From an optimization exercise on the open Yosys and OpenROAD flow, aimed at small area; shortcuts taken in it are not production practice.
The RTL was checked by simulation tests, not by an equivalence proof against the original design.
No driver is modelled on the clock port, so clocking that relies on it looks cheaper here than on a real chip.
No activity file was given, so power comes from the tool's default toggle rates.

--- flow/flow/recover_area.tcl ---
# After CTS: downsize gates on paths that have setup slack to spare, then
# legalize the placement again.
log_cmd estimate_parasitics -placement
log_cmd repair_timing -recover_power 100 -verbose
set result [catch { detailed_placement } msg]
if { $result != 0 } {
  error "Detailed placement after area recovery failed: $msg"
}
check_placement -verbose
--- flow/flow/run.sh ---
#!/bin/bash
# Standard ORFS layout (the standard.sh), changed only in how it sizes:
#  - port buffers made of the smallest buffer cell,
#  - a clock tree of small clock buffers without dummy loads,
#  - placement repair kept to small buffers (flow/small_bufs.tcl),
#  - gates with spare setup slack downsized after placement repair and after
#    CTS (flow/recover_area.tcl).
# make's output goes to make_finish.log; each ORFS step keeps its own log
# under orfs/logs/.
set -euo pipefail
export BUFFER_PORTS_ARGS="-buffer_cell sky130_fd_sc_hd__buf_1"
export CTS_ARGS="-sink_clustering_enable -repair_clock_nets -dont_use_dummy_load -buf_list sky130_fd_sc_hd__clkbuf_4 -sink_clustering_size 10 -sink_clustering_max_diameter 50"
export PRE_RESIZE_TCL="$PWD/flow/small_bufs.tcl"
export POST_RESIZE_TCL="$PWD/flow/recover_area.tcl"
export POST_CTS_TCL="$PWD/flow/recover_area.tcl"
bash standard.sh finish > make_finish.log 2>&1
--- flow/config.mk ---
export PLATFORM = sky130hd
export DESIGN_NAME = sentinel_core
export DESIGN_NICKNAME = sentinel_core
export VERILOG_FILES = /design/flow/design.v
export SDC_FILE = /design/flow/constraint.sdc
export NUM_CORES = 4
export LEC_CHECK = 0
export CAP_MARGIN = 20
export CORE_MARGIN = 2
export CORE_UTILIZATION = 40
export GPL_TIMING_DRIVEN = 0
export SLEW_MARGIN = 20
--- flow/standard.sh ---
#!/bin/bash
# synth_recipe.tcl (not shown) runs the flow's synth.tcl, then flattens the netlist and writes it again
# the make line also repeats each setting of config.mk as NAME=value (left out here)
make -C /OpenROAD-flow-scripts/flow DESIGN_CONFIG=/design/flow/config.mk WORK_HOME=/design/flow/orfs CLKGATE_MAP_FILE= SYNTH_SCRIPT=/design/flow/synth_recipe.tcl "${@:-finish}"
--- flow/flow/small_bufs.tcl ---
# Keep placement repair to the smaller buffers: it then builds buffer trees
# of small cells instead of single large ones.
set_dont_use [get_lib_cells {sky130_fd_sc_hd__buf_6 sky130_fd_sc_hd__buf_8 sky130_fd_sc_hd__buf_12 sky130_fd_sc_hd__buf_16 sky130_fd_sc_hd__bufbuf_8 sky130_fd_sc_hd__bufbuf_16}]
--- flow/design.v ---
`timescale 1ns/1ps
module sentinel_core (
    input  logic        aclk,
    input  logic        aresetn,
    input  logic [63:0] s_axis_tdata,
    input  logic        s_axis_tvalid,
    input  logic        s_axis_tlast,
    output logic        s_axis_tready,
    output logic [63:0] m_axis_tdata,
    output logic        m_axis_tvalid,
    output logic        m_axis_tlast,
    input  logic        m_axis_tready,
    input  logic [31:0] s_axil_awaddr,
    input  logic        s_axil_awvalid,
    output logic        s_axil_awready,
    input  logic [31:0] s_axil_wdata,
    input  logic        s_axil_wvalid,
    output logic        s_axil_wready,
    output logic [1:0]  s_axil_bresp,
    output logic        s_axil_bvalid,
    input  logic        s_axil_bready,
    input  logic [31:0] s_axil_araddr,
    input  logic        s_axil_arvalid,
    output logic        s_axil_arready,
    output logic [31:0] s_axil_rdata,
    output logic [1:0]  s_axil_rresp,
    output logic        s_axil_rvalid,
    input  logic        s_axil_rready
);
    localparam logic [31:0] LIMIT_RST = 32'd1000;
    logic [31:0] ctrl_q;       
    logic        ctrl_f;
    logic [31:0] shadow_q;     
    logic        shadow_f;
    logic [31:0] alim_q;       
    logic        alim_f;
    logic [63:0] snap_q;       
    logic        snap_f;
    logic [31:0] vcount;
    logic        vpend;
    logic        awr;          
    logic        bvalid;
    logic        arr;
    logic        rvalid;
    logic [31:0] rdata;
    logic        valid_reg;
    logic        last_reg;
    logic [63:0] data_reg;
    logic [31:0] vcount_now;
    logic [3:0]  vbyte_ones;
    logic [3:0]  vbyte_cin;
    logic [8:0]  vcarry [4];
    always_comb begin
        for (int k = 0; k < 4; k++) vbyte_ones[k] = &vcount[8*k +: 8];
        vbyte_cin[0] = vpend;
        for (int k = 1; k < 4; k++) vbyte_cin[k] = vbyte_cin[k-1] & vbyte_ones[k-1];
        for (int k = 0; k < 4; k++) begin
            vcarry[k][0] = vbyte_cin[k];
            for (int i = 0; i < 8; i++) begin
                vcount_now[8*k+i] = vcount[8*k+i] ^ vcarry[k][i];
                vcarry[k][i+1]    = vcount[8*k+i] & vcarry[k][i];
            end
        end
    end
    wire wr      = awr & s_axil_awvalid & s_axil_wvalid;
    wire wr_ctrl = wr & (s_axil_awaddr[4:0] == 5'h00);
    wire wr_lim  = wr & (s_axil_awaddr[4:0] == 5'h04);
    always_ff @(posedge aclk or negedge aresetn) begin
        if (!aresetn) begin
            awr      <= 1'b0;
            bvalid   <= 1'b0;
            ctrl_f   <= 1'b0;
            shadow_f <= 1'b0;
        end else begin
            awr    <= ~awr & s_axil_awvalid & s_axil_wvalid;
            bvalid <= wr | (bvalid & ~s_axil_bready);
            if (wr_ctrl) ctrl_f   <= 1'b1;
            if (wr_lim)  shadow_f <= 1'b1;
        end
    end
    always_ff @(posedge aclk) begin
        if (wr_ctrl) ctrl_q   <= s_axil_wdata;
        if (wr_lim)  shadow_q <= s_axil_wdata;
    end
    wire enable = ~ctrl_f | ctrl_q[0];
    wire [4:0] ra = s_axil_araddr[4:0];
    wire ld_r  = ~rvalid;
    wire sel_c = ld_r & (ra == 5'h00);
    wire sel_l = ld_r & (ra == 5'h04);
    wire sel_v = ld_r & (ra == 5'h08);
    wire sel_s = ld_r & snap_f & (ra == 5'h0C);
    wire sel_h = ld_r & snap_f & (ra == 5'h10);
    wire sel_cq = sel_c & ctrl_f;
    wire sel_lq = sel_l & shadow_f;
    wire [31:0] rst_val = ({32{sel_c & ~ctrl_f}} & 32'd1) | ({32{sel_l & ~shadow_f}} & LIMIT_RST);
    wire [31:0] rnext = ({32{rvalid}} & rdata)
                      | ({32{sel_cq}} & ctrl_q)
                      | ({32{sel_lq}} & shadow_q)
                      | ({32{sel_v}} & vcount_now)
                      | ({32{sel_s}} & snap_q[31:0])
                      | ({32{sel_h}} & snap_q[63:32])
                      | rst_val;
    always_ff @(posedge aclk or negedge aresetn) begin
        if (!aresetn) begin
            arr    <= 1'b0;
            rvalid <= 1'b0;
        end else begin
            arr    <= ~arr & s_axil_arvalid;
            rvalid <= (arr & s_axil_arvalid & ~rvalid) | (rvalid & ~s_axil_rready);
        end
    end
    always_ff @(posedge aclk) rdata <= rnext;
    wire upd = (s_axis_tlast & s_axis_tvalid & m_axis_tready) | ~s_axis_tvalid | ~enable;
    always_ff @(posedge aclk or negedge aresetn) begin
        if (!aresetn) alim_f <= 1'b0;
        else if (upd) alim_f <= shadow_f;
    end
    always_ff @(posedge aclk) begin
        if (upd) alim_q <= shadow_q;
    end
    wire [39:0] amount = s_axis_tdata[39:0];
    wire hi_nz   = |amount[39:32];
    logic [31:0] g0, l0;
    logic [15:0] g1, l1;
    logic [7:0]  g2, l2;
    logic [3:0]  g3, l3;
    logic [1:0]  g4, l4;
    always_comb begin
        g0 = amount[31:0] & ~alim_q;
        l0 = ~amount[31:0] & alim_q;
        for (int i = 0; i < 16; i++) begin
            g1[i] = g0[2*i+1] | (~l0[2*i+1] & g0[2*i]);
            l1[i] = l0[2*i+1] | (~g0[2*i+1] & l0[2*i]);
        end
        for (int i = 0; i < 8; i++) begin
            g2[i] = g1[2*i+1] | (~l1[2*i+1] & g1[2*i]);
            l2[i] = l1[2*i+1] | (~g1[2*i+1] & l1[2*i]);
        end
        for (int i = 0; i < 4; i++) begin
            g3[i] = g2[2*i+1] | (~l2[2*i+1] & g2[2*i]);
            l3[i] = l2[2*i+1] | (~g2[2*i+1] & l2[2*i]);
        end
        for (int i = 0; i < 2; i++) begin
            g4[i] = g3[2*i+1] | (~l3[2*i+1] & g3[2*i]);
            l4[i] = l3[2*i+1] | (~g3[2*i+1] & l3[2*i]);
        end
    end
    wire gt_q    = hi_nz | g4[1] | (~l4[1] & g4[0]);
    wire gt_rst  = hi_nz | (amount[31:0] > LIMIT_RST);
    wire viol    = enable & (alim_f ? gt_q : gt_rst);
    wire ld      = m_axis_tready | ~valid_reg;
    wire snap_we = ld & s_axis_tvalid & viol;
    always_ff @(posedge aclk or negedge aresetn) begin
        if (!aresetn) begin
            valid_reg <= 1'b0;
            vcount    <= 32'd0;
            vpend     <= 1'b0;
            snap_f    <= 1'b0;
        end else begin
            if (ld) valid_reg <= s_axis_tvalid & ~viol;
            vcount <= vcount_now;
            vpend  <= snap_we;
            if (snap_we) snap_f <= 1'b1;
        end
    end
    always_ff @(posedge aclk) begin
        if (ld) begin
            data_reg <= s_axis_tdata;
            last_reg <= s_axis_tlast;
        end
        if (snap_we) snap_q <= s_axis_tdata;
    end
    assign s_axis_tready  = m_axis_tready;
    assign m_axis_tvalid  = valid_reg;
    assign m_axis_tdata   = data_reg;
    assign m_axis_tlast   = last_reg;
    assign s_axil_awready = awr;
    assign s_axil_wready  = awr;
    assign s_axil_bvalid  = bvalid;
    assign s_axil_bresp   = 2'b00;
    assign s_axil_arready = arr;
    assign s_axil_rvalid  = rvalid;
    assign s_axil_rdata   = rdata;
    assign s_axil_rresp   = 2'b00;
endmodule
--- flow/constraint.sdc ---
create_clock -name core_clock -period 4.0 [get_ports {aclk}]
set_input_delay 0.8000 -clock core_clock [delete_from_list [all_inputs] [get_ports {aclk}]]
set_output_delay 0.8000 -clock core_clock [all_outputs]
set_load 0.01 [all_outputs]
==> results of run 1 <==
metal layers:
layer | part of all wire [%] | GRT usage (%) | vias up | wire (µm)
met5 | 0 | 0 | - | 0
met4 | 2.0 | 5.65 | 0 | 547
met3 | 6.8 | 4.30 | 45 | 1890
met2 | 47 | 30.4 | 266 | 13000
met1 | 44 | 26.1 | 3390 | 12200
li1 | - | - | 3156 | -
report_power, final:
group          switching [mW]  internal (mW)  leakage [nW]
clock                   0.926          0.429         0.170
sequential             0.0611           3.49          3.03
combinational           0.254          0.130          1.50
placed cells by master, fill, tap and decap left out, types with 18 or more instances in the layout:
cell and instances:
clkbuf_1 31, clkbuf_4 39, nand2b_1 18, dfxtp_1 32, nand3_1 33, edfxtp_1 225
a222oi_1 27, nand2_1 45, ha_1 28, inv_1 24, buf_1 205, a22oi_1 33
dfrtp_1 42
final timing paths:
| kind | slack (ns) | to | from | depth (start not counted) |
|---|---|---|---|---|
| max reg2reg | 0.39 | snap_q[10] | alim_q[31] | 9 |
| max | 0.39 | snap_q[10] | alim_q[31] | 9 |
| max in group asynchronous | 2.77 | vcount[16] | aresetn | 2 |
| min reg2reg | 0.45 | alim_q[10] | shadow_q[10] | 0 |
| min | 0.17 | vcount[5] | aresetn | 1 |
| min in group core_clock | 0.34 | bvalid | s_axil_bready | 2 |
cells by family (layout without fill, tap and decap cells):
logic type	count (synthesis)	after routing	share of synthesized area, %
xor gates and xnor gates	4	4	0.318
DFF	299	299	76.7
other	1	5	0.0341
AOI/OAI and AO/OA	111	111	8.45
muxes	2	2	0.193
buffers and inverters	51	322	2.23
and+or+nand+nor	160	160	7.68
adders and majority gates	40	40	4.35
metrics by stage:
stage,total power [mW],utilization [%],TNS [ns],hold slack (ns),cells
after global routing,5.51,46.9,0,0.170,1284
final,5.29,46.9,0,0.169,1284
after floorplan,3.80,-,-3.23,0.421,671
after detailed placement,4.01,45.8,0,0.436,1246
after global placement,4.01,45.6,-262.76,0.428,1231
final cells by class:
type                            count  area share (%)
Buffer                             26            1.17
Antenna cell                        1          0.0198
Sequential cell                   299            66.9
Tap cell                          341            3.38
Timing Repair Buffer              234            7.11
Clock buffer                       37            2.20
Inverter                           25           0.743
Multi-Input combinational cell    321            18.5
==> flow_summary.yaml, run 1 <==
job:
  cap_violations: 0
worst_setup_path:
  path_delay_family: "compound AO/OA/AOI/OAI gates"
  cp-end-kind: "flop"
  crit_arrival_ns: 3.91
  worst_path_max_delay_cell: "a2111oi_0"
  required_ns: 4.30
  critPathMaxFanout: 13
  crit_chain: "inv_1, a211oi_1, a2111oi_0, o2111a_1, o21ai_0, nor3b_1, o31ai_4, buf_4, buf_4"
  path_buf_inv: 3
  setup.worst_path.start_class: "flop"
  path_common_cell: "buf_4"
  crit_type: "flop to flop"
  slowest_delay_ns: 0.70
die:
  fp.dieArea_mm2: 0.0289
  start_util_pct: 40.8
  coreArea_mm2: 0.0270
  rows: 60
  fp.dieH_um: 170
  die_w_um: 170
  ios: 278
power_and_ir_drop:
  powerDensity_mw_per_mm2: 419
  peakVddDrop_uv: 227
  p_leak_nw: 4.70
logic_synthesis:
  synth-edff-count: 225
  syn_area_mm2: 0.0110
  synth_cells: 668
  yosys_warnings: 2
  ys_seq_area_share_pct: 76.7
  yosys.area.top_type: "edfxtp_1"
  synth_area_leaders: "edfxtp_1 61%, dfrtp_1 9.5%, dfxtp_1 5.8%, ha_1 3.2%, a222oi_1 2.5%"
  async_flop_share_pct: 14.0
  yosysTopAreaCellShare_pct: 61.4
  ys_ff_latch: 299
  synth-main-ff-cell: "edfxtp_1"
  synth.distinct_cells: 64
  synth_common_cells: "225 x edfxtp_1, 45 x nand2_1, 42 x dfrtp_1"
  synth_most_common_cell: "edfxtp_1"
  syn_area_per_cell_um2: 16.5
timing:
  post-route-min-period_ns: 3.61
  max_freq_mhz: 277
  maxSlewViolCount: 0
  hold_violations: 0
  finalWorstSetupSlack_ns: 0.395
  post-route-period-util_pct: 90.1
  rsz0062_at_grt: "no"
  slew_headroom_pct: 33.4
  tightest_slew_ns: 0.998
  setup_viol: 0
  skew_ns: 0.0354
clocking:
  cts.sinks: 299
  cts_tree: "done"
  clkLatencyLatePin_ns: 0.63
  clk_pin_slew_worst_paths_ns: 0.11
placement:
  placed_cell_area_mm2: 0.0124
  gp_congestion: 0.767
  io_buffer_count: 219
  place_ws_ns: 0.0266
  post-dp-hpwl_um: 19900
detailed_routing:
  dr.pass1.iters: 9
  ant_nets: 0
  wl_per_cell_um: 21.5
  vias_per_cell: 5.34
  drc_errors: 0
  wirelength_um: 27600
  first_iter_violations: 593
  dr_total_vias: 6857
layout:
  num-nets-final: 1142
  drive_above_1_share_pct: 8.17
  design_area_mm2: 0.0126
  seq_area_mm2: 0.00845
  area_growth_pct: 14.7
  fillCellCount: 2421
  multi_input_area_mm2: 0.00233
grt:
  grt_usage_pct: 19.0
  antenna_found_initial: 2
  grt_max_degree: 68
  grt_overflow: 0
  grt_pass1_wl_um: 40500
  grt_pass1_vias: 6715
outcome:
  status: "finished clean"
worst_hold_path:
  hold_path.class: "input pin to async pin"
==> inputs of run 2 (changes only) <==
--- a/flow/design.v
+++ b/flow/design.v
@@ -120,32 +120,13 @@
     end
     wire [39:0] amount = s_axis_tdata[39:0];
     wire hi_nz   = |amount[39:32];
-    logic [31:0] g0, l0;
-    logic [15:0] g1, l1;
-    logic [7:0]  g2, l2;
-    logic [3:0]  g3, l3;
-    logic [1:0]  g4, l4;
+    logic [32:0] gc;
     always_comb begin
-        g0 = amount[31:0] & ~alim_q;
-        l0 = ~amount[31:0] & alim_q;
-        for (int i = 0; i < 16; i++) begin
-            g1[i] = g0[2*i+1] | (~l0[2*i+1] & g0[2*i]);
-            l1[i] = l0[2*i+1] | (~g0[2*i+1] & l0[2*i]);
-        end
-        for (int i = 0; i < 8; i++) begin
-            g2[i] = g1[2*i+1] | (~l1[2*i+1] & g1[2*i]);
-            l2[i] = l1[2*i+1] | (~g1[2*i+1] & l1[2*i]);
-        end
-        for (int i = 0; i < 4; i++) begin
-            g3[i] = g2[2*i+1] | (~l2[2*i+1] & g2[2*i]);
-            l3[i] = l2[2*i+1] | (~g2[2*i+1] & l2[2*i]);
-        end
-        for (int i = 0; i < 2; i++) begin
-            g4[i] = g3[2*i+1] | (~l3[2*i+1] & g3[2*i]);
-            l4[i] = l3[2*i+1] | (~g3[2*i+1] & l3[2*i]);
-        end
+        gc[0] = 1'b0;
+        for (int i = 0; i < 32; i++)
+            gc[i+1] = (amount[i] & ~alim_q[i]) | (amount[i] & gc[i]) | (~alim_q[i] & gc[i]);
     end
-    wire gt_q    = hi_nz | g4[1] | (~l4[1] & g4[0]);
+    wire gt_q    = hi_nz | gc[32];
     wire gt_rst  = hi_nz | (amount[31:0] > LIMIT_RST);
     wire viol    = enable & (alim_f ? gt_q : gt_rst);
     wire ld      = m_axis_tready | ~valid_reg;
==> run 2 against run 1 <==
Against the previous run: area after synthesis down 0.76%; critical path type unchanged; hold slack better by 0.069 ns; cell count down 1.9%.
==> flow_summary.yaml, run 2 <==
detailed_routing:
  ant_nets: 0
  wl_per_cell_um: 21.7
  wirelength_um: 27300
  first_iter_violations: 739
  drc_errors: 0
  vias_per_cell: 5.42
  dr.pass1.iters: 6
  dr_total_vias: 6832
worst_setup_path:
  crit_chain: "nand2b_4, buf_4, nand3_1, a31oi_1, a2111oi_0, nor2_4, clkbuf_1"
  worst_path_max_delay_cell: "clkbuf_1"
  critPathMaxFanout: 45
  required_ns: 4.24
  slowest_delay_ns: 0.84
  crit_arrival_ns: 3.86
  ff2ff_path_depth: 7
  cp-end-kind: "flop"
  crit_type: "flop to flop"
  setup.worst_path.start_class: "flop"
grt:
  grt_max_degree: 46
  grt_pass1_wl_um: 39900
  antenna_found_initial: 1
  grt_pass1_vias: 6790
  grt_overflow: 0
  grt_usage_pct: 18.9
logic_synthesis:
  yosysTopAreaCellShare_pct: 61.8
  yosys_warnings: 2
  async_flop_share_pct: 14.0
  syn_area_per_cell_um2: 17.0
  synth-main-ff-cell: "edfxtp_1"
  ys_ff_latch: 299
  synth.distinct_cells: 62
  synth_area_leaders: "edfxtp_1 62%, dfrtp_1 9.6%, dfxtp_1 5.9%, a222oi_1 5.2%, ha_1 3.2%"
  ys_seq_area_share_pct: 77.3
  synth_most_common_cell: "edfxtp_1"
  syn_area_mm2: 0.0109
  synth_common_cells: "225 x edfxtp_1, 57 x a222oi_1, 42 x dfrtp_1"
  synth-edff-count: 225
  synth_cells: 643
  yosys.area.top_type: "edfxtp_1"
die:
  die_w_um: 169
  fp.dieH_um: 169
  ios: 278
  fp.dieArea_mm2: 0.0286
  start_util_pct: 40.6
  rows: 60
  coreArea_mm2: 0.0269
timing:
  post-route-period-util_pct: 90.4
  tightest_slew_ns: 1.06
  hold_violations: 0
  slew_headroom_pct: 29.4
  max_freq_mhz: 277
  post-route-min-period_ns: 3.61
  rsz0062_at_grt: "no"
  setup_viol: 0
  skew_ns: 0.0733
  maxSlewViolCount: 0
  whs_ns: 0.238
  finalWorstSetupSlack_ns: 0.386
layout:
  final_cell_mix: "225 x edfxtp_1, 204 x buf_1, 57 x a222oi_1"
  seq_area_mm2: 0.00845
  final_common_cell: "edfxtp_1"
  multi_input_area_mm2: 0.00221
  final_util_pct: 46.6
  area_growth_pct: 14.6
  num-nets-final: 1118
  drive_above_1_share_pct: 7.95
  fillCellCount: 2420
outcome:
  status: "finished clean"
power_and_ir_drop:
  p_leak_nw: 4.70
  peakVddDrop_uv: 245
  powerDensity_mw_per_mm2: 422
placement:
  io_buffer_count: 219
  post-dp-hpwl_um: 20000
  gp_congestion: 0.818
  place_ws_ns: 0.174
clocking:
  cts.sinks: 299
  cts_tree: "done"
  clk_pin_slew_worst_paths_ns: 0.11
  clkLatencyLatePin_ns: 0.65
job:
  cap_violations: 0
worst_hold_path:
  hold_path.class: "input pin to async pin"
run 2: cell types whose count changed in the layout (fill, tap and decap cells not counted), sizes merged, moves of 5 or more:
cell,previous run,this run
maj3,12,6
nand2,45,37
a222oi,27,57
a22oi,33,12
buf,223,218
nor4,3,10
inv,24,32
nand3,33,17
nand2b,19,12
clkbuf,74,79
run 2: logic make-up after synthesis:
kind of cell	synth area share, %
compound gates	9.50
xor+xnor	0.321
fa+ha+maj	3.79
buf+inv	2.42
flops	77.3
mux	0.0916
other cells	0.0343
simple gates	6.52
run 2: cell type report:
class / instances / share of cell area, %
multi-input cells: 290 / 17.7
well taps: 341 / 3.41
repair buffers: 234 / 7.21
diodes: 1 / 0.0200
plain buffers: 25 / 1.01
flip-flops and latches: 299 / 67.5
inverters: 32 / 0.959
clock buffers: 38 / 2.28
run 2: through the flow:
step,instance area (µm²),power [mW],cells,TNS (ns)
floorplan,10900,3.79,646,-3.23
global placement,12200,3.99,1206,-198.95
detailed placement,12200,3.99,1220,0
global route,12500,5.51,1260,0
finish,12500,5.29,1260,0
run 2: report_power, final:
part	switching (mW)	internal (mW)
Sequential	0.0551	3.49
Clock	0.926	0.440
Combinational	0.255	0.124
Total	1.24	4.05
run 2: final timing paths:
path,start,end,slack [ns]
min in group core_clock,s_axil_wdata[1],ctrl_q[1],0.34
worst max register to register,valid_reg,snap_q[36],0.39
worst min-delay path,aresetn,vcount[3],0.24
max in group asynchronous,aresetn,vcount[20],2.79
worst min register to register,shadow_q[16],alim_q[16],0.43
worst max-delay path,valid_reg,snap_q[36],0.39
run 2: routing by layer:
metal,global-route usage (%),routed length [µm],vias up
li1,-,-,3139
met1,25.5,11600,3329
met2,30.7,12800,306
met3,4.27,2110,58
met4,6.02,757,0
met5,0,0,-
run 2: critical path, delay by kind of cell (launching register included):
| family | cells | cell delay, ns |
|---|---|---|
| AO/OA/AOI/OAI | 2 | 0.38 |
| buffers and inverters | 2 | 1.43 |
| AND/OR/NAND/NOR | 3 | 0.93 |
| flip-flops | 1 | 0.45 |
==> inputs of run 3 (changes only) <==
==> flow/flow/run.sh (replaced) <==
#!/bin/bash
# The standard ORFS layout (standard.sh), changed only in how it sizes:
#  - synthesis: synth_recipe.tcl unchanged, but ABC maps the logic for area
#    (flow/synth_area.tcl, flow/abc_area.script),
#  - port buffers made of the smallest buffer cell,
#  - a clock tree of small clock buffers without dummy loads,
#  - placement repair kept to small buffers (flow/small_bufs.tcl),
#  - gates with spare setup slack downsized after placement repair and after
#    CTS (flow/recover_area.tcl).
# make's output goes to make_finish.log; each ORFS step keeps its own log
# under orfs/logs/.
set -euo pipefail
export FLOW_SYNTH_TCL="$PWD/synth_recipe.tcl"
export AREA_ABC_SCRIPT="$PWD/flow/abc_area.script"
export BUFFER_PORTS_ARGS="-buffer_cell sky130_fd_sc_hd__buf_1"
export CTS_ARGS="-sink_clustering_enable -repair_clock_nets -dont_use_dummy_load -buf_list sky130_fd_sc_hd__clkbuf_4 -sink_clustering_size 10 -sink_clustering_max_diameter 50"
export PRE_RESIZE_TCL="$PWD/flow/small_bufs.tcl"
export POST_RESIZE_TCL="$PWD/flow/recover_area.tcl"
export POST_CTS_TCL="$PWD/flow/recover_area.tcl"
bash standard.sh SYNTH_SCRIPT="$PWD/flow/synth_area.tcl" finish > make_finish.log 2>&1
==> flow/flow/abc_area.script (new file) <==
&get -n
&st
&syn2
&dch -f
&nf -a
&put
topo
stime -c
==> flow/flow/synth_area.tcl (new file) <==
# The standard synthesis (synth_recipe.tcl, sourced unchanged), with one
# change: ABC maps the combinational logic for area (flow/abc_area.script)
# instead of ORFS's delay-driven script. The flip-flops are mapped by
# dfflibmap before ABC runs, so they are exactly the standard synthesis's.
proc abc {args} {
  set i [lsearch -exact $args -script]
  if { $i >= 0 } { lset args [expr {$i + 1}] $::env(AREA_ABC_SCRIPT) }
  yosys abc {*}$args
}
source $::env(FLOW_SYNTH_TCL)
==> run 3 against run 2 <==
Against the previous run: the layout now fails its checks (negative setup slack); critical path type is now input pin to flop; non-clock buffer count down 11; critical path depth rose by 14; via count fell by 4.6%; global-route usage fell by 0.56 points.
==> flow_summary.yaml, run 3 <==
outcome:
  status: "finished with violations"
  so.violations: "negative setup slack"
grt:
  grt_pass1_wl_um: 38700
  antenna_found_initial: 1
  grt_pass1_vias: 6690
  use_met2_pct: 31.0
  grt_most_used_layer: "met2"
  grt_overflow: 0
  gr-usage-met1_pct: 24.2
  grtUsageMet3_pct: 3.56
  grt_max_degree: 46
  grt_usage_pct: 18.4
layout:
  drive_above_1_share_pct: 9.19
  area_growth_pct: 17.2
  final_cell_mix: "225 x edfxtp_1, 215 x buf_1, 63 x a222oi_1"
  design_area_mm2: 0.0123
  final_common_cell: "edfxtp_1"
  num-nets-final: 1060
  instances_no_fill: 1196
placement:
  placed_cell_area_mm2: 0.0119
  io_buffer_count: 219
  gp_congestion: 0.765
  placedCellCount: 1153
  place_ws_ns: -2.66
  post-dp-hpwl_um: 17600
timing:
  hold_violations: 0
  rsz0062_at_grt: "yes"
  post-route-period-util_pct: 140
  post-route-min-period_ns: 5.61
  setup_viol: 67
  skew_ns: 0.0656
  max_freq_mhz: 178
  tightest_slew_ns: 0.938
  finalWorstSetupSlack_ns: -1.61
  maxSlewViolCount: 0
  slew_headroom_pct: 37.5
  tns_ns: -103.96
worst_setup_path:
  critPathMaxFanout: 21
  reg2reg_from: "alim_q[1]"
  required_ns: 4.31
  crit_arrival_ns: 5.92
  crit_type: "input pin to flop"
  cp-end-kind: "flop"
  setup.worst_path.start_class: "input pin"
  crit_start: "s_axis_tdata[1]"
detailed_routing:
  ant_nets: 0
  first_iter_violations: 634
  drc_errors: 0
  dr.pass1.iters: 6
  wirelength_um: 25600
  wl_per_cell_um: 21.4
  vias_per_cell: 5.45
  dr_total_vias: 6520
clocking:
  cts_tree: "done"
  cts.sinks: 299
  clkLatencyLatePin_ns: 0.63
  clk_pin_slew_worst_paths_ns: 0.11
logic_synthesis:
  syn_area_per_cell_um2: 18.1
  yosys.area.top_type: "edfxtp_1"
  ys_ff_latch: 299
  synth-main-ff-cell: "edfxtp_1"
  synth_area_leaders: "edfxtp_1 65%, dfrtp_1 10%, dfxtp_1 6.1%, a222oi_1 6.0%, ha_1 3.4%"
  synth.distinct_cells: 35
  syn_area_mm2: 0.0105
  async_flop_share_pct: 14.0
  yosysTopAreaCellShare_pct: 64.6
  synth_common_cells: "225 x edfxtp_1, 63 x a222oi_1, 48 x nand2_1"
  synth-edff-count: 225
  synth_cells: 578
  yosys_warnings: 2
  ys_seq_area_share_pct: 80.8
  synth_most_common_cell: "edfxtp_1"
job:
  cap_violations: 0
die:
  coreArea_mm2: 0.0258
  fp.dieArea_mm2: 0.0275
  die_w_um: 166
  rows: 59
  start_util_pct: 40.5
  ios: 278
  fp.dieH_um: 166
worst_hold_path:
  hold_path.class: "input pin to async pin"
power_and_ir_drop:
  p_switching_mw: 1.28
  powerDensity_mw_per_mm2: 436
  peakVddDrop_uv: 255
  clock_power_share_pct: 25.1
  combPwrFrac_pct: 7.9
  internal_power_mw: 4.07
  swShare_pct: 23.9
  seq_power_share_pct: 67.1
  p_leak_nw: 4.52
  power.total_mw: 5.35
[run 3: power groups by stage]
stage / Sequential, mW / Combinational (mW) / Clock, mW
3_3_place_gp: 3.69 / 0.365 / 0
3_5_place_dp: 3.66 / 0.418 / 0
5_1_grt: 3.61 / 0.463 / 1.52
6_report: 3.59 / 0.420 / 1.34
2_1_floorplan: 3.68 / 0.144 / 0
[run 3: metrics by stage]
step | hold WS, ns | utilization, %
5_1_grt | 0.204 | 47.4
2_1_floorplan | 0.425 | -
3_5_place_dp | 0.434 | 45.9
6_report | 0.207 | 47.4
3_3_place_gp | 0.428 | 45.5
[run 3: final cells by class]
class / count / area (µm²)
Buffer: 6 / 45.0
Clock buffer: 37 / 278
Multi-Input combinational cell: 245 / 1930
Timing Repair Buffer: 242 / 1020
Inverter: 31 / 118
Sequential cell: 299 / 8450
Antenna cell: 1 / 2.50
Tap cell: 335 / 419
Fill cell: 2316 / 13600
[run 3: path summary, 6_finish.rpt]
kind	end	slack, ns	cells past startpoint
setup / recovery	snap_q[23]	-1.61	21
hold / removal	vcount[3]	0.21	1
setup reg to reg	snap_q[23]	-1.60	20
hold reg to reg	alim_q[5]	0.44	0
max in group asynchronous	vcount[13]	2.77	2
min in group core_clock	rvalid	0.34	2
[run 3: routing by layer]
| metal | routed length (µm) | vias up |
|---|---|---|
| met3 | 1520 | 39 |
| met1 | 10900 | 3262 |
| li1 | - | 2954 |
| met2 | 12700 | 265 |
| met4 | 449 | 0 |
| met5 | 0 | - |
[run 3: cell families after synthesis]
| logic type | count (synthesis) | synth area share [%] |
|---|---|---|
| other cells | 1 | 0.0359 |
| compound gates | 103 | 8.95 |
| mux | 1 | 0.108 |
| simple gates | 105 | 4.89 |
| flops | 299 | 80.8 |
| buf+inv | 37 | 1.54 |
| fa+ha+maj | 28 | 3.35 |
| xor+xnor | 4 | 0.335 |
[run 3: critical path, stage by stage]
cell and delay (ns):
buf_1 0.13, nand2b_4 0.16, a221oi_2 0.23, o2bb2ai_1 0.12, a221oi_1 0.28, o221ai_1 0.19, a222oi_1 0.39, o221ai_1 0.17
a222oi_1 0.43, o221ai_1 0.21, a222oi_1 0.42, o221ai_1 0.17, a222oi_1 0.37, o221ai_1 0.17, a222oi_1 0.39, o221ai_1 0.17
a222oi_1 0.36, o221ai_1 0.19, a21oi_2 0.26, nor2_4 0.11, buf_12 0.18
==> inputs of run 4 (changes only) <==
==> flow/flow/abc_area.script (replaced) <==
&get -n
&st
&syn2
&if -g -K 6
&synch2
&nf -R 50
&put
topo
stime -c
==> run 4 against run 3 <==
Against the previous run: the layout still fails its checks (negative setup slack); clock-buffer cell count stayed put; critical path depth is 8 higher; sequential share of layout area is 2.1 points lower; die area is 1.2% higher; sequential power is 1% lower; core utilization is 1.2 points higher; first-iteration DRC count is 3.0% lower; combinational power is 4% lower; global-route usage is 0.30 points higher; critical path type is now flop to flop; critical endpoint is now snap_q[54]; highest routed layer unchanged.
==> flow_summary.yaml, run 4 <==
outcome:
  status: "finished with violations"
  so.violations: "negative setup slack"
logic_synthesis:
  synthMuxAreaShare_pct: 0.201
  synth_top_family_by_area: "compound AO/OA/AOI/OAI gates"
  synthSimpleGateAreaFrac_pct: 5.28
  synth_common_cells: "225 x edfxtp_1, 52 x a222oi_1, 42 x dfrtp_1"
  yosys_warnings: 2
  synth-main-ff-cell: "edfxtp_1"
  syn_area_mm2: 0.0106
  synth_cells: 594
  synth_most_common_cell: "edfxtp_1"
  yosys.area.top_type: "edfxtp_1"
  synth.distinct_cells: 41
  ys_ff_latch: 299
  synth-compound-area-share_pct: 8.06
  syn_area_per_cell_um2: 17.8
  async_flop_share_pct: 14.0
  synthXorXnorAreaFrac_pct: 0.331
  synth-adder-area-share_pct: 4.82
  ys_seq_area_share_pct: 79.8
  synth-edff-count: 225
  synth_area_leaders: "edfxtp_1 64%, dfrtp_1 9.9%, dfxtp_1 6.1%, a222oi_1 4.9%, ha_1 3.3%"
  yosysTopAreaCellShare_pct: 63.8
detailed_routing:
  first_iter_violations: 615
  dr_total_vias: 6672
  wirelength_um: 26600
  wl_per_cell_um: 21.7
  vias_per_cell: 5.46
  ant_nets: 0
  dr.pass1.iters: 5
  drc_errors: 0
layout:
  design_area_mm2: 0.0126
  drive_above_1_share_pct: 11.9
  multi_input_area_mm2: 0.00213
  instances_no_fill: 1223
  seq_area_mm2: 0.00845
  final_util_pct: 48.7
  final_common_cell: "edfxtp_1"
  final_cell_mix: "225 x edfxtp_1, 209 x buf_1, 52 x a222oi_1"
  area_growth_pct: 19.5
  fillCellCount: 2286
  num-nets-final: 1086
worst_setup_path:
  crit_arrival_ns: 7.56
  required_ns: 4.34
  worst_path_max_delay_cell: "edfxtp_1"
  crit_type: "flop to flop"
  cp-end-kind: "flop"
  slowest_delay_ns: 0.38
  critPathMaxFanout: 5
  setup.worst_path.start_class: "flop"
  path_common_cell: "maj3_2"
timing:
  post-route-min-period_ns: 7.22
  max_freq_mhz: 139
  post-route-period-util_pct: 180
  hold_violations: 0
  whs_ns: 0.201
  skew_ns: 0.0563
  rsz0062_at_grt: "yes"
  maxSlewViolCount: 0
  finalWorstSetupSlack_ns: -3.22
  tightest_slew_ns: 1.13
  slew_headroom_pct: 24.8
  setup_viol: 67
  tns_ns: -210.64
clocking:
  cts.sinks: 299
  clk_pin_slew_worst_paths_ns: 0.11
  cts_tree: "done"
  clkLatencyLatePin_ns: 0.63
placement:
  placedCellCount: 1167
  post-dp-hpwl_um: 17700
  io_buffer_count: 219
  gp_congestion: 0.764
  place_ws_ns: -4.56
  placed_cell_area_mm2: 0.0120
die:
  fp.dieArea_mm2: 0.0278
  rows: 59
  start_util_pct: 40.7
  fp.dieH_um: 167
  ios: 278
  coreArea_mm2: 0.0260
  die_w_um: 167
grt:
  grt_overflow: 0
  grt_usage_pct: 18.6
  antenna_found_initial: 1
  grt_pass1_vias: 6734
  grt_max_degree: 44
  grt_pass1_wl_um: 39600
power_and_ir_drop:
  peakVddDrop_uv: 249
  powerDensity_mw_per_mm2: 420
  p_leak_nw: 4.67
  power.total_mw: 5.31
worst_hold_path:
  hold_path.class: "input pin to async pin"
job:
  cap_violations: 0
## run 4: changes by cell type after synthesis, moves of 3 or more
cell       change
o221ai_1       -6
a222oi_1      -11
maj3_1        +16
nor2_1         +9
nand2b_1       +3
o2111ai_1      +3
a22oi_1       +15
nand2_1        -8
o22ai_1        -6
a2bb2oi_1      -6
## run 4: final timing paths
| path | start | end | slack [ns] | depth (start not counted) |
|---|---|---|---|---|
| max | alim_q[0] | snap_q[54] | -3.22 | 29 |
| min | aresetn | vcount[2] | 0.20 | 1 |
| max reg2reg | alim_q[0] | snap_q[54] | -3.22 | 29 |
| min reg2reg | snap_q[60] | rdata[28] | 0.43 | 2 |
| max in group asynchronous | aresetn | vcount[16] | 2.80 | 2 |
| min in group core_clock | s_axil_rready | rvalid | 0.34 | 2 |
## run 4: worst max-delay path, delay by kind of cell (launching register included)
kind | cells | cell delay [ns]
AOI/OAI and AO/OA | 9 | 1.63
adders and majority gates | 13 | 3.97
buffers and inverters | 3 | 0.40
DFF | 1 | 0.38
and+or+nand+nor | 4 | 0.55
## run 4: logic make-up after synthesis
family | Yosys count
AOI/OAI and AO/OA | 96
xor gates and xnor gates | 4
adders and majority gates | 44
buffers and inverters | 35
DFF | 299
muxes | 2
other | 1
and+or+nand+nor | 113
## run 4: cell type report
type                            instances  area share, %
Multi-Input combinational cell        264           16.8
Antenna cell                            2         0.0396
Clock buffer                           37           2.20
Timing Repair Buffer                  251           9.58
Inverter                               29          0.871
Tap cell                              335           3.31
Sequential cell                       299           66.8
Buffer                                  6          0.356
## run 4: per-layer routing
layer  global-route usage [%]  share of wire, %  vias up
met5                        0                 0        -
met4                     5.21               2.3        0
met3                     3.99               7.2       49
met2                     31.4                48      293
met1                     24.6                42     3314
li1                         -                 -     3016
## run 4: power by group
group / total [mW] / switching, mW / internal [mW]
clock network: 1.36 / 0.933 / 0.429
registers: 3.55 / 0.0656 / 3.48
logic: 0.403 / 0.251 / 0.152
==> inputs of run 5 (changes only) <==
--- a/flow/design.v
+++ b/flow/design.v
@@ -120,13 +120,32 @@
     end
     wire [39:0] amount = s_axis_tdata[39:0];
     wire hi_nz   = |amount[39:32];
-    logic [32:0] gc;
+    logic [31:0] g0, l0;
+    logic [15:0] g1, l1;
+    logic [7:0]  g2, l2;
+    logic [3:0]  g3, l3;
+    logic [1:0]  g4, l4;
     always_comb begin
-        gc[0] = 1'b0;
-        for (int i = 0; i < 32; i++)
-            gc[i+1] = (amount[i] & ~alim_q[i]) | (amount[i] & gc[i]) | (~alim_q[i] & gc[i]);
+        g0 = amount[31:0] & ~alim_q;
+        l0 = ~amount[31:0] & alim_q;
+        for (int i = 0; i < 16; i++) begin
+            g1[i] = g0[2*i+1] | (~l0[2*i+1] & g0[2*i]);
+            l1[i] = l0[2*i+1] | (~g0[2*i+1] & l0[2*i]);
+        end
+        for (int i = 0; i < 8; i++) begin
+            g2[i] = g1[2*i+1] | (~l1[2*i+1] & g1[2*i]);
+            l2[i] = l1[2*i+1] | (~g1[2*i+1] & l1[2*i]);
+        end
+        for (int i = 0; i < 4; i++) begin
+            g3[i] = g2[2*i+1] | (~l2[2*i+1] & g2[2*i]);
+            l3[i] = l2[2*i+1] | (~g2[2*i+1] & l2[2*i]);
+        end
+        for (int i = 0; i < 2; i++) begin
+            g4[i] = g3[2*i+1] | (~l3[2*i+1] & g3[2*i]);
+            l4[i] = l3[2*i+1] | (~g3[2*i+1] & l3[2*i]);
+        end
     end
-    wire gt_q    = hi_nz | gc[32];
+    wire gt_q    = hi_nz | g4[1] | (~l4[1] & g4[0]);
     wire gt_rst  = hi_nz | (amount[31:0] > LIMIT_RST);
     wire viol    = enable & (alim_f ? gt_q : gt_rst);
     wire ld      = m_axis_tready | ~valid_reg;
==> flow/flow/abc_area.script (replaced) <==
&get -n
&st
&syn2
&dch -f
&nf -a
&put
topo
stime -c
==> run 5 against run 4 <==
Against the previous run: the run now finishes clean; clock skew increased by 0.010 ns; critical path depth down 19; worst setup slack improved by 3.7 ns; design area is 1.1% lower; global-route usage is 0.20 points lower; area after synthesis increased by 1.4%; wire length is 1.8% lower; sequential share of layout area increased by 0.76 points; non-clock buffer count fell by 7; power increased by 1.8%; synthesized cell count is 5.6% higher.
==> flow_summary.yaml, run 5 <==
outcome:
  status: "finished clean"
die:
  ios: 278
  start_util_pct: 41.0
  die_w_um: 168
  fp.dieH_um: 168
  coreArea_mm2: 0.0262
  fp.dieArea_mm2: 0.0282
  rows: 59
timing:
  finalWorstSetupSlack_ns: 0.466
  post-route-period-util_pct: 88.3
  max_freq_mhz: 283
  hold_violations: 0
  post-route-min-period_ns: 3.53
  slew_headroom_pct: 37.3
  rsz0062_at_grt: "no"
  setup_viol: 0
  tightest_slew_ns: 0.933
  maxSlewViolCount: 0
  whs_ns: 0.241
  skew_ns: 0.0665
logic_synthesis:
  synth_most_common_cell: "edfxtp_1"
  yosys.area.top_type: "edfxtp_1"
  synth-main-ff-cell: "edfxtp_1"
  synth.distinct_cells: 34
  syn_area_mm2: 0.0107
  yosysTopAreaCellShare_pct: 63.0
  ys_ff_latch: 299
  synth_area_leaders: "edfxtp_1 63%, dfrtp_1 9.8%, dfxtp_1 6.0%, a222oi_1 5.3%, ha_1 3.3%"
  synth_cells: 627
  ys_seq_area_share_pct: 78.7
  syn_area_per_cell_um2: 17.1
  async_flop_share_pct: 14.0
  yosys_warnings: 2
  synth-edff-count: 225
  synth_common_cells: "225 x edfxtp_1, 57 x a222oi_1, 42 x dfrtp_1, 42 x nand2_1, 36 x nand2b_1"
power_and_ir_drop:
  p_leak_nw: 4.58
  internal_power_mw: 4.11
  p_switching_mw: 1.30
  combPwrFrac_pct: 8.2
  swShare_pct: 24.0
  peakVddDrop_uv: 243
  power.total_mw: 5.41
  seq_power_share_pct: 66.5
  powerDensity_mw_per_mm2: 433
  clock_power_share_pct: 25.3
worst_setup_path:
  crit_chain: "buf_1, nand2b_1, o2111ai_1, a221oi_1, o221ai_1, a221oi_1, o31ai_1, nor3_4, buf_4, clkbuf_1"
  path_common_cell: "a221oi_1"
  crit_type: "input pin to flop"
  required_ns: 4.23
  reg2reg_slack_ns: 0.47
  setup.worst_path.start_class: "input pin"
  critPathMaxFanout: 13
  path_delay_family: "compound AO/OA/AOI/OAI gates"
  crit_arrival_ns: 3.76
  worst_path_max_delay_cell: "clkbuf_1"
  slowest_delay_ns: 0.56
  cp-end-kind: "flop"
  path_buf_inv: 3
layout:
  final_common_cell: "edfxtp_1"
  fillCellCount: 2323
  instances_no_fill: 1252
  multi_input_area_mm2: 0.00223
  area_growth_pct: 16.5
  seq_area_mm2: 0.00845
  design_area_mm2: 0.0125
  drive_above_1_share_pct: 7.34
  final_cell_mix: "225 x edfxtp_1, 208 x buf_1, 57 x a222oi_1"
  num-nets-final: 1113
clocking:
  clk_pin_slew_worst_paths_ns: 0.10
  cts_tree: "done"
  clkLatencyLatePin_ns: 0.63
  cts.sinks: 299
placement:
  post-dp-hpwl_um: 18600
  placedCellCount: 1207
  place_ws_ns: -0.131
  placed_cell_area_mm2: 0.0121
  gp_congestion: 0.737
  io_buffer_count: 219
grt:
  grt_usage_pct: 18.5
  grt_pass1_vias: 6789
  grt_max_degree: 66
  grt_pass1_wl_um: 39300
  grt_overflow: 0
  antenna_found_initial: 5
detailed_routing:
  dr.pass1.iters: 6
  ant_nets: 0
  wl_per_cell_um: 20.8
  drc_errors: 0
  wirelength_um: 26100
  vias_per_cell: 5.40
  dr_total_vias: 6762
  first_iter_violations: 604
job:
  cap_violations: 0
worst_hold_path:
  hold_path.class: "input pin to async pin"
==> run 5: cell count changes after synthesis, moves of 3 or more <==
cell / delta
a22oi_1: -15
maj3_1: -16
nor2b_1: +17
a222oi_1: +5
clkinv_1: -13
o21ai_0: +20
nor3_1: +3
nor2_1: -10
a31oi_1: +9
a21bo_1: +4
nand2b_1: +29
a21oi_1: +12
==> run 5: stage by stage <==
stage | util (%) | TNS (ns)
after floorplan | - | -3.31
after global placement | 45.8 | -375.89
after detailed placement | 46.3 | -1.56
after global routing | 47.7 | 0
final | 47.7 | 0
==> run 5: logic make-up after synthesis <==
family,count (synthesis),share of synthesized area [%]
and+or+nand+nor,148,7.37
buffers and inverters,22,0.979
other,1,0.0349
xor gates and xnor gates,4,0.326
AOI/OAI and AO/OA,125,9.31
DFF,299,78.7
adders and majority gates,28,3.26
==> run 5: area by class of cell <==
type	instances	area share [%]
plain buffers	6	0.360
repair buffers	244	7.93
diodes	4	0.0801
flip-flops and latches	299	67.6
inverters	16	0.510
well taps	335	3.35
multi-input cells	309	17.9
clock buffers	39	2.34
==> run 5: power groups by stage <==
stage                     logic, mW  registers (mW)  clock network (mW)
after floorplan               0.158            3.70                   0
final                         0.442            3.60                1.37
after global placement        0.395            3.70                   0
after global routing          0.492            3.62                1.56
after detailed placement      0.445            3.67                   0
==> run 5: metal layers <==
layer | GRT usage [%] | part of all wire, %
met1 | 24.9 | 42
met2 | 29.4 | 46
met3 | 4.75 | 8.8
met4 | 6.16 | 2.8
met5 | 0 | 0.10
==> run 5: path summary, 6_finish.rpt <==
check | endpoint | depth (start not counted) | from
max in group asynchronous | vcount[10] | 3 | aresetn
hold / removal | rvalid | 1 | aresetn
setup / recovery | snap_q[6] | 10 | s_axis_tdata[3]
min in group core_clock | rvalid | 2 | s_axil_rready
hold reg to reg | rdata[5] | 2 | ctrl_q[5]
setup reg to reg | snap_q[6] | 9 | alim_q[1]
==> inputs of run 6 (changes only) <==
--- a/flow/flow/run.sh
+++ b/flow/flow/run.sh
@@ -4,7 +4,9 @@
 #    (flow/synth_area.tcl, flow/abc_area.script),
 #  - port buffers made of the smallest buffer cell,
 #  - a clock tree of small clock buffers without dummy loads,
-#  - placement repair kept to small buffers (flow/small_bufs.tcl),
+#  - no timing repair at floorplan (there are no synthesis buffers to remove),
+#  - placement and global-route repair kept to small buffers
+#    (flow/small_bufs.tcl),
 #  - gates with spare setup slack downsized after placement repair and after
 #    CTS (flow/recover_area.tcl).
 # make's output goes to make_finish.log; each ORFS step keeps its own log
@@ -14,7 +16,9 @@
 export AREA_ABC_SCRIPT="$PWD/flow/abc_area.script"
 export BUFFER_PORTS_ARGS="-buffer_cell sky130_fd_sc_hd__buf_1"
 export CTS_ARGS="-sink_clustering_enable -repair_clock_nets -dont_use_dummy_load -buf_list sky130_fd_sc_hd__clkbuf_4 -sink_clustering_size 10 -sink_clustering_max_diameter 50"
+export REMOVE_ABC_BUFFERS=1
 export PRE_RESIZE_TCL="$PWD/flow/small_bufs.tcl"
+export PRE_GLOBAL_ROUTE_TCL="$PWD/flow/small_bufs.tcl"
 export POST_RESIZE_TCL="$PWD/flow/recover_area.tcl"
 export POST_CTS_TCL="$PWD/flow/recover_area.tcl"
 bash standard.sh SYNTH_SCRIPT="$PWD/flow/synth_area.tcl" finish > make_finish.log 2>&1
==> run 6 against run 5 <==
Against the previous run: die area stayed put; wire length is 1.0% lower; fmax is 5.4% lower; sequential power hardly changed; critical endpoint is now snap_q[40].
==> flow_summary.yaml, run 6 <==
outcome:
  status: "finished clean"
worst_setup_path:
  crit_type: "flop to flop"
  rr_endpoint: "snap_q[40]"
  crit_arrival_ns: 4.01
  ff2ff_path_depth: 10
  critPathMaxFanout: 10
  required_ns: 4.27
  reg2reg_from: "alim_q[1]"
  cp-end-kind: "flop"
  setup.worst_path.start_class: "flop"
  reg2reg_slack_ns: 0.26
logic_synthesis:
  synth.distinct_cells: 34
  synth_most_common_cell: "edfxtp_1"
  synth-edff-count: 225
  ys_seq_area_share_pct: 78.7
  synth-main-ff-cell: "edfxtp_1"
  yosysTopAreaCellShare_pct: 63.0
  synth_cells: 627
  yosys_warnings: 2
  yosys.area.top_type: "edfxtp_1"
  syn_area_per_cell_um2: 17.1
  synth_common_cells: "225 x edfxtp_1, 57 x a222oi_1, 42 x dfrtp_1, 42 x nand2_1, 36 x nand2b_1"
  async_flop_share_pct: 14.0
  syn_area_mm2: 0.0107
  synth_area_leaders: "edfxtp_1 63%, dfrtp_1 9.8%, dfxtp_1 6.0%, a222oi_1 5.3%, ha_1 3.3%"
  ys_ff_latch: 299
timing:
  post-route-min-period_ns: 3.74
  slew_headroom_pct: 25.3
  whs_ns: 0.121
  tightest_slew_ns: 1.12
  skew_ns: 0.0452
  hold_violations: 0
  post-route-period-util_pct: 93.4
  setup_viol: 0
  maxSlewViolCount: 0
  rsz0062_at_grt: "no"
  max_freq_mhz: 268
layout:
  seq_area_mm2: 0.00845
  final_cell_mix: "225 x edfxtp_1, 209 x buf_1, 57 x a222oi_1"
  area_growth_pct: 15.8
  final_common_cell: "edfxtp_1"
  drive_above_1_share_pct: 6.71
  num-nets-final: 1109
  final_util_pct: 47.4
  instances_no_fill: 1245
  fillCellCount: 2318
  multi_input_area_mm2: 0.00223
clocking:
  clkLatencyLatePin_ns: 0.63
  cts.sinks: 299
  cts_tree: "done"
  clk_pin_slew_worst_paths_ns: 0.11
detailed_routing:
  wirelength_um: 25800
  vias_per_cell: 5.43
  first_iter_violations: 649
  dr.pass1.iters: 8
  dr_total_vias: 6759
  wl_per_cell_um: 20.7
  ant_nets: 0
  drc_errors: 0
power_and_ir_drop:
  powerDensity_mw_per_mm2: 433
  peakVddDrop_uv: 248
  power.total_mw: 5.38
  p_leak_nw: 4.54
die:
  ios: 278
  die_w_um: 168
  coreArea_mm2: 0.0262
  start_util_pct: 41.0
  fp.dieArea_mm2: 0.0282
  rows: 59
  fp.dieH_um: 168
job:
  cap_violations: 0
grt:
  grt_max_degree: 66
  grt_pass1_wl_um: 38900
  grt_overflow: 0
  grt_pass1_vias: 6891
  antenna_found_initial: 1
  grt_usage_pct: 18.2
placement:
  io_buffer_count: 219
  placedCellCount: 1206
  gp_congestion: 0.765
  post-dp-hpwl_um: 18600
worst_hold_path:
  hold_path.class: "input pin to async pin"
[run 6: cell counts after synthesis]
Identical to the previous run, type by type.
[run 6: cell type report]
cell class / count / area share (%)
inverter: 16 / 0.514
clock buffer: 37 / 2.24
tap: 335 / 3.37
multi-input combinational: 309 / 17.9
antenna: 1 / 0.0201
sequential: 299 / 68.0
timing repair buffer: 248 / 7.92
[run 6: how the worst max path moves through the flow]
stage | startpoint | endpoint | slack, ns | cells past startpoint
finish | alim_q[1] | snap_q[40] | 0.26 | 10
floorplan | s_axis_tdata[1] | vpend | -2.84 | 7
global route | alim_q[1] | snap_q[40] | 0.05 | 10
global placement | s_axis_tdata[1] | vpend | -7.11 | 8
detailed placement | s_axis_tdata[1] | snap_q[54] | -0.43 | 11
[run 6: power by group]
part / switching, mW / internal [mW]
registers: 0.0935 / 3.51
logic: 0.279 / 0.143
clock network: 0.921 / 0.429
[run 6: kinds of logic (layout without fill, tap and decap cells)]
logic type               Yosys count  in the layout  share of synthesized area (%)
AND/OR/NAND/NOR                  148            148                           7.37
other                              1              5                         0.0349
flip-flops                       299            299                           78.7
XOR/XNOR                           4              4                          0.326
AO/OA/AOI/OAI                    125            125                           9.31
adder cells (fa/ha/maj)           28             28                           3.26
buffers and inverters             22            301                          0.979
[run 6: worst max-delay path, stage by stage (launching register included)]
cell       delay [ns]
edfxtp_1         0.41
nor2b_1          0.13
o2111ai_1        0.19
a221oi_1         0.43
o221ai_1         0.19
a221oi_1         0.30
o31ai_1          0.25
nor3_4           0.48
buf_2            0.34
buf_2            0.29
clkbuf_1         0.36
[run 6: metrics by stage]
stage	area, µm²	setup slack, ns	setup TNS [ns]
floorplan	10700	-2.84	-187.04
global placement	11900	-7.11	-709.96
detailed placement	12100	-0.430	-12.53
global route	12400	0.0464	0
finish	12400	0.263	0
[run 6: per-layer routing]
layer	global-route usage, %	vias up	wire length (µm)
met5	0	-	0
met3	4.07	43	1940
li1	-	3100	-
met1	25.1	3347	11300
met4	4.42	0	475
met2	29.6	269	12100
==> inputs of run 7 (changes only) <==
==> flow/flow/small_bufs.tcl (replaced) <==
# Keep repair to the smaller buffers: it then builds buffer trees of small
# cells instead of single large ones.
set_dont_use [get_lib_cells {sky130_fd_sc_hd__buf_6 sky130_fd_sc_hd__buf_8 sky130_fd_sc_hd__buf_12 sky130_fd_sc_hd__buf_16 sky130_fd_sc_hd__bufbuf_8 sky130_fd_sc_hd__bufbuf_16 sky130_fd_sc_hd__clkbuf_8 sky130_fd_sc_hd__clkbuf_16}]
==> run 7 against run 6 <==
Against the previous run: still clean; hold slack hardly changed; global-route usage stayed put; power hardly changed; synthesized cell count stayed put; design area is 0.14% lower; first-iteration DRC count is 1.1% lower; wire length hardly changed; critical path depth stayed put; sequential share of layout area is 0.096 points higher; cell count stayed put; fmax hardly changed; register-to-register slack hardly changed; largest cell class unchanged; largest power group unchanged; highest routed layer unchanged.
==> flow_summary.yaml, run 7 <==
outcome:
  status: "finished clean"
detailed_routing:
  wirelength_um: 25800
  first_iter_violations: 642
  vias_per_cell: 5.42
  ant_nets: 0
  drc_errors: 0
  dr_total_vias: 6747
  dr.pass1.iters: 8
  wl_per_cell_um: 20.7
die:
  fp.dieArea_mm2: 0.0282
  fp.dieH_um: 168
  rows: 59
  coreArea_mm2: 0.0262
  ios: 278
  start_util_pct: 41.0
  die_w_um: 168
logic_synthesis:
  synth.distinct_cells: 34
  syn_area_mm2: 0.0107
  synth_cells: 627
  yosys_warnings: 2
  synth_area_leaders: "edfxtp_1 63%, dfrtp_1 9.8%, dfxtp_1 6.0%, a222oi_1 5.3%, ha_1 3.3%"
  synth_most_common_cell: "edfxtp_1"
  ys_ff_latch: 299
  ys_seq_area_share_pct: 78.7
  syn_area_per_cell_um2: 17.1
  synth-main-ff-cell: "edfxtp_1"
  synth_common_cells: "225 x edfxtp_1, 57 x a222oi_1, 42 x dfrtp_1, 42 x nand2_1, 36 x nand2b_1"
  yosys.area.top_type: "edfxtp_1"
  synth-edff-count: 225
  async_flop_share_pct: 14.0
  yosysTopAreaCellShare_pct: 63.0
grt:
  antenna_found_initial: 1
  grt_overflow: 0
  grt_pass1_wl_um: 38900
  grt_usage_pct: 18.2
  grt_pass1_vias: 6891
  grt_max_degree: 66
layout:
  design_area_mm2: 0.0124
  fillCellCount: 2319
  seq_area_mm2: 0.00845
  num-nets-final: 1109
  final_common_cell: "edfxtp_1"
  multi_input_area_mm2: 0.00223
  area_growth_pct: 15.6
  final_cell_mix: "225 x edfxtp_1, 209 x buf_1, 57 x a222oi_1"
  drive_above_1_share_pct: 6.71
worst_setup_path:
  required_ns: 4.27
  crit_type: "flop to flop"
  cp-end-kind: "flop"
  critPathMaxFanout: 10
  crit_arrival_ns: 4.01
  setup.worst_path.start_class: "flop"
power_and_ir_drop:
  clock_power_share_pct: 25.1
  peakVddDrop_uv: 248
  combPwrFrac_pct: 7.9
  internal_power_mw: 4.08
  p_switching_mw: 1.29
  p_leak_nw: 4.53
  power.total_mw: 5.37
  swShare_pct: 24.0
  seq_power_share_pct: 67.1
  powerDensity_mw_per_mm2: 433
timing:
  rsz0062_at_grt: "no"
  whs_ns: 0.121
  hold_violations: 0
  finalWorstSetupSlack_ns: 0.263
  post-route-min-period_ns: 3.74
  tightest_slew_ns: 1.12
  post-route-period-util_pct: 93.4
  max_freq_mhz: 268
  skew_ns: 0.0467
  setup_viol: 0
  maxSlewViolCount: 0
  slew_headroom_pct: 25.6
clocking:
  clk_pin_slew_worst_paths_ns: 0.11
  clkLatencyLatePin_ns: 0.63
  cts.sinks: 299
  cts_tree: "done"
placement:
  gp_congestion: 0.765
  place_ws_ns: -0.430
  post-dp-hpwl_um: 18600
  io_buffer_count: 219
  placed_cell_area_mm2: 0.0121
worst_hold_path:
  hold_path.class: "input pin to async pin"
job:
  cap_violations: 0
## run 7: cell counts after synthesis
Identical to the previous run, type by type.
## run 7: metrics by stage
step / TNS, ns / util, % / std cells
2_1_floorplan: -187.04 / - / 624
3_3_place_gp: -709.96 / 45.6 / 1178
3_5_place_dp: -12.53 / 46.2 / 1206
5_1_grt: 0 / 47.3 / 1245
6_report: 0 / 47.3 / 1245
## run 7: metal layers
| layer | global-route usage (%) | wire length [µm] | part of all wire [%] |
|---|---|---|---|
| met5 | 0 | 0 | 0 |
| met4 | 4.42 | 475 | 1.8 |
| met3 | 4.07 | 1920 | 7.4 |
| met2 | 29.6 | 12100 | 47 |
| met1 | 25.1 | 11400 | 44 |
## run 7: path summary, 6_finish.rpt
| kind | start | to | slack, ns | depth (start not counted) |
|---|---|---|---|---|
| worst max register to register | alim_q[1] | snap_q[40] | 0.26 | 10 |
| max in group asynchronous | aresetn | vcount[2] | 2.79 | 2 |
| worst min-delay path | aresetn | vcount[31] | 0.12 | 1 |
| worst min register to register | shadow_q[15] | alim_q[15] | 0.41 | 0 |
| worst max-delay path | alim_q[1] | snap_q[40] | 0.26 | 10 |
| min in group core_clock | s_axil_rready | rvalid | 0.32 | 2 |
## run 7: kinds of logic (layout without fill, tap and decap cells)
logic type	count (synthesis)	after routing	synth area share, %
AND/OR/NAND/NOR	148	148	7.37
flip-flops	299	299	78.7
AO/OA/AOI/OAI	125	125	9.31
other	1	5	0.0349
adder cells (fa/ha/maj)	28	28	3.26
XOR/XNOR	4	4	0.326
buffers and inverters	22	301	0.979
## run 7: critical path, stage by stage, from the launching register on
cell       delay (ns)
edfxtp_1         0.41
nor2b_1          0.13
o2111ai_1        0.19
a221oi_1         0.43
o221ai_1         0.19
a221oi_1         0.30
o31ai_1          0.25
nor3_4           0.48
buf_2            0.34
buf_2            0.29
clkbuf_1         0.36
## run 7: power by group through the flow
stage          Sequential, mW  Combinational, mW  Clock, mW
6_report                 3.60              0.422       1.35
5_1_grt                  3.62              0.471       1.53
3_5_place_dp             3.68              0.427          0
3_3_place_gp             3.71              0.386          0
2_1_floorplan            3.70              0.152          0
## run 7: cell type report
class	instances	area share, %
antenna	1	0.0202
sequential	299	68.1
timing repair buffer	248	7.79
clock buffer	37	2.24
multi-input combinational	309	18.0
inverter	16	0.514
tap	335	3.38
==> inputs of run 8 (changes only) <==
--- a/flow/design.v
+++ b/flow/design.v
@@ -120,32 +120,31 @@
     end
     wire [39:0] amount = s_axis_tdata[39:0];
     wire hi_nz   = |amount[39:32];
-    logic [31:0] g0, l0;
-    logic [15:0] g1, l1;
-    logic [7:0]  g2, l2;
-    logic [3:0]  g3, l3;
-    logic [1:0]  g4, l4;
+    logic [7:0] bg, bl;
+    logic [3:0] g1, l1;
+    logic [1:0] g2, l2;
     always_comb begin
-        g0 = amount[31:0] & ~alim_q;
-        l0 = ~amount[31:0] & alim_q;
-        for (int i = 0; i < 16; i++) begin
-            g1[i] = g0[2*i+1] | (~l0[2*i+1] & g0[2*i]);
-            l1[i] = l0[2*i+1] | (~g0[2*i+1] & l0[2*i]);
+        for (int k = 0; k < 8; k++) begin
+            logic cg, cl;
+            cg = 1'b0;
+            cl = 1'b0;
+            for (int i = 4*k; i < 4*k + 4; i++) begin
+                cg = (amount[i] & ~alim_q[i]) | (amount[i] & cg) | (~alim_q[i] & cg);
+                cl = (~amount[i] & alim_q[i]) | (~amount[i] & cl) | (alim_q[i] & cl);
+            end
+            bg[k] = cg;
+            bl[k] = cl;
         end
-        for (int i = 0; i < 8; i++) begin
+        for (int i = 0; i < 4; i++) begin
+            g1[i] = bg[2*i+1] | (~bl[2*i+1] & bg[2*i]);
+            l1[i] = bl[2*i+1] | (~bg[2*i+1] & bl[2*i]);
+        end
+        for (int i = 0; i < 2; i++) begin
             g2[i] = g1[2*i+1] | (~l1[2*i+1] & g1[2*i]);
             l2[i] = l1[2*i+1] | (~g1[2*i+1] & l1[2*i]);
         end
-        for (int i = 0; i < 4; i++) begin
-            g3[i] = g2[2*i+1] | (~l2[2*i+1] & g2[2*i]);
-            l3[i] = l2[2*i+1] | (~g2[2*i+1] & l2[2*i]);
-        end
-        for (int i = 0; i < 2; i++) begin
-            g4[i] = g3[2*i+1] | (~l3[2*i+1] & g3[2*i]);
-            l4[i] = l3[2*i+1] | (~g3[2*i+1] & l3[2*i]);
-        end
     end
-    wire gt_q    = hi_nz | g4[1] | (~l4[1] & g4[0]);
+    wire gt_q    = hi_nz | g2[1] | (~l2[1] & g2[0]);
     wire gt_rst  = hi_nz | (amount[31:0] > LIMIT_RST);
     wire viol    = enable & (alim_f ? gt_q : gt_rst);
     wire ld      = m_axis_tready | ~valid_reg;
--- a/flow/config.mk
+++ b/flow/config.mk
@@ -7,6 +7,6 @@
 export LEC_CHECK = 0
 export CAP_MARGIN = 20
 export CORE_MARGIN = 2
-export CORE_UTILIZATION = 40
+export CORE_UTILIZATION = 55
 export GPL_TIMING_DRIVEN = 0
 export SLEW_MARGIN = 20
==> run 8 against run 7 <==
Against the previous run: cell count shrank 6.2%; worst setup slack got worse by 0.058 ns; design area down 0.75%; fmax shrank 1.5%.
==> flow_summary.yaml, run 8 <==
worst_setup_path:
  crit_type: "input pin to flop"
  slowest_delay_ns: 0.45
  path_common_cell: "buf_2"
  ff2ff_path_depth: 11
  cp-end-kind: "flop"
  crit_arrival_ns: 4.06
  required_ns: 4.27
  crit_chain: "buf_1, nand2b_1, maj3_1, o21ai_0, a21oi_1, nor3_1, o221ai_1, a31oi_1, nor3b_4, buf_2, buf_2, clkbuf_2"
  worst_path_max_delay_cell: "nor3b_4"
  setup.worst_path.start_class: "input pin"
  critPathMaxFanout: 9
clocking:
  cts_tree: "done"
  clkLatencyLatePin_ns: 0.63
  clk_pin_slew_worst_paths_ns: 0.11
  cts.sinks: 299
grt:
  grt_pass1_wl_um: 38400
  grt_max_degree: 64
  antenna_found_initial: 1
  grt_pass1_vias: 6903
  grt_usage_pct: 24.9
  grt_overflow: 0
layout:
  drive_above_1_share_pct: 7.10
  num-nets-final: 1102
  final_cell_mix: "225 x edfxtp_1, 212 x buf_1, 57 x a222oi_1"
  multi_input_area_mm2: 0.00219
  design_area_mm2: 0.0123
  area_growth_pct: 15.0
  fillCellCount: 1472
  final_common_cell: "edfxtp_1"
  seq_area_mm2: 0.00845
detailed_routing:
  wl_per_cell_um: 21.8
  ant_nets: 0
  vias_per_cell: 5.87
  dr.pass1.iters: 10
  first_iter_violations: 706
  dr_total_vias: 6860
  drc_errors: 0
  wirelength_um: 25400
logic_synthesis:
  synth_cells: 618
  ys_ff_latch: 299
  yosys_warnings: 2
  ys_seq_area_share_pct: 78.9
  synth_common_cells: "225 x edfxtp_1, 57 x a222oi_1, 44 x nand2_1"
  async_flop_share_pct: 14.0
  synth-edff-count: 225
  yosys.area.top_type: "edfxtp_1"
  synth_area_leaders: "edfxtp_1 63%, dfrtp_1 9.8%, dfxtp_1 6.0%, a222oi_1 5.3%, ha_1 3.3%"
  syn_area_per_cell_um2: 17.3
  synth_most_common_cell: "edfxtp_1"
  synth.distinct_cells: 46
  syn_area_mm2: 0.0107
  yosysTopAreaCellShare_pct: 63.1
  synth-main-ff-cell: "edfxtp_1"
placement:
  io_buffer_count: 219
  post-dp-hpwl_um: 17600
  gp_congestion: 0.766
  placed_cell_area_mm2: 0.0120
die:
  fp.dieH_um: 144
  ios: 278
  die_w_um: 144
  coreArea_mm2: 0.0193
  start_util_pct: 55.6
  fp.dieArea_mm2: 0.0206
  rows: 51
timing:
  maxSlewViolCount: 0
  post-route-period-util_pct: 94.9
  rsz0062_at_grt: "no"
  post-route-min-period_ns: 3.80
  skew_ns: 0.0591
  max_freq_mhz: 263
  hold_violations: 0
  setup_viol: 0
  tightest_slew_ns: 1.09
  slew_headroom_pct: 27.0
power_and_ir_drop:
  p_leak_nw: 4.52
  peakVddDrop_uv: 300
  powerDensity_mw_per_mm2: 436
  power.total_mw: 5.37
worst_hold_path:
  hold_path.class: "input pin to async pin"
outcome:
  status: "finished clean"
job:
  cap_violations: 0
run 8: cell types whose count changed in the layout (fill, tap and decap cells not counted), sizes merged, moves of 4 or more:
cell / before / now
buf: 218 / 222
a21bo: 4 / 0
maj3: 0 / 5
nor2: 6 / 11
nand2b: 36 / 19
a31oi: 10 / 4
clkinv: 15 / 20
o21ai: 23 / 6
run 8: cell families after synthesis:
kind of cell             Yosys count  share of synthesized area, %
flip-flops                       299                          78.9
AND/OR/NAND/NOR                  141                          6.83
AO/OA/AOI/OAI                    112                          8.93
adder cells (fa/ha/maj)           33                          3.74
buffers and inverters             27                          1.16
XOR/XNOR                           4                         0.327
other                              1                        0.0350
multiplexers                       1                         0.105
run 8: critical path: cells and delay by family:
family / cells / cell delay, ns
buf+inv: 4 / 1.09
compound gates: 4 / 0.95
simple gates: 3 / 0.84
fa+ha+maj: 1 / 0.36
run 8: cell type report:
type,instances,area share (%)
Timing Repair Buffer,250,7.97
Tap cell,265,2.69
Antenna cell,1,0.0203
Sequential cell,299,68.6
Clock buffer,37,2.26
Inverter,21,0.650
Multi-Input combinational cell,295,17.8
run 8: per-layer routing:
| layer | part of all wire (%) | global-route usage (%) | vias up |
|---|---|---|---|
| met5 | 0 | 0 | - |
| li1 | - | - | 3086 |
| met1 | 44 | 35.5 | 3438 |
| met2 | 47 | 39.6 | 298 |
| met3 | 7.4 | 5.20 | 38 |
| met4 | 1.9 | 6.66 | 0 |
run 8: worst paths after layout:
path,start,endpoint,slack (ns)
max in group asynchronous,aresetn,vcount[13],2.67
hold / removal,aresetn,vcount[26],0.24
setup / recovery,s_axis_tdata[0],snap_q[52],0.20
hold reg to reg,shadow_q[21],alim_q[21],0.44
min in group core_clock,s_axil_bready,bvalid,0.35
setup reg to reg,alim_q[0],snap_q[52],0.22
run 8: where the power goes:
group	switching, mW	leakage [nW]	internal, mW
logic	0.294	1.32	0.145
clock network	0.926	0.170	0.429
registers	0.0861	3.03	3.49
total	1.31	4.52	4.07
run 8: through the flow:
stage / hold WS, ns / setup WS [ns] / TNS [ns] / cells / utilization (%)
finish: 0.237 / 0.205 / 0 / 1168 / 63.9
global route: 0.272 / 0.0303 / 0 / 1168 / 63.9
detailed placement: 0.431 / -0.494 / -14.43 / 1127 / 62.2
global placement: 0.422 / -7.88 / -739.50 / 1099 / 61.4
floorplan: 0.418 / -3.41 / -223.18 / 615 / -

Check on run 8: ideal ports give 0.205 ns setup slack; a clkbuf_16 on the clock port and buf_2 on the inputs give 0.213 ns; moving port delays by the midpoint clock arrival (0.644 ns) as well gives -0.431 ns.
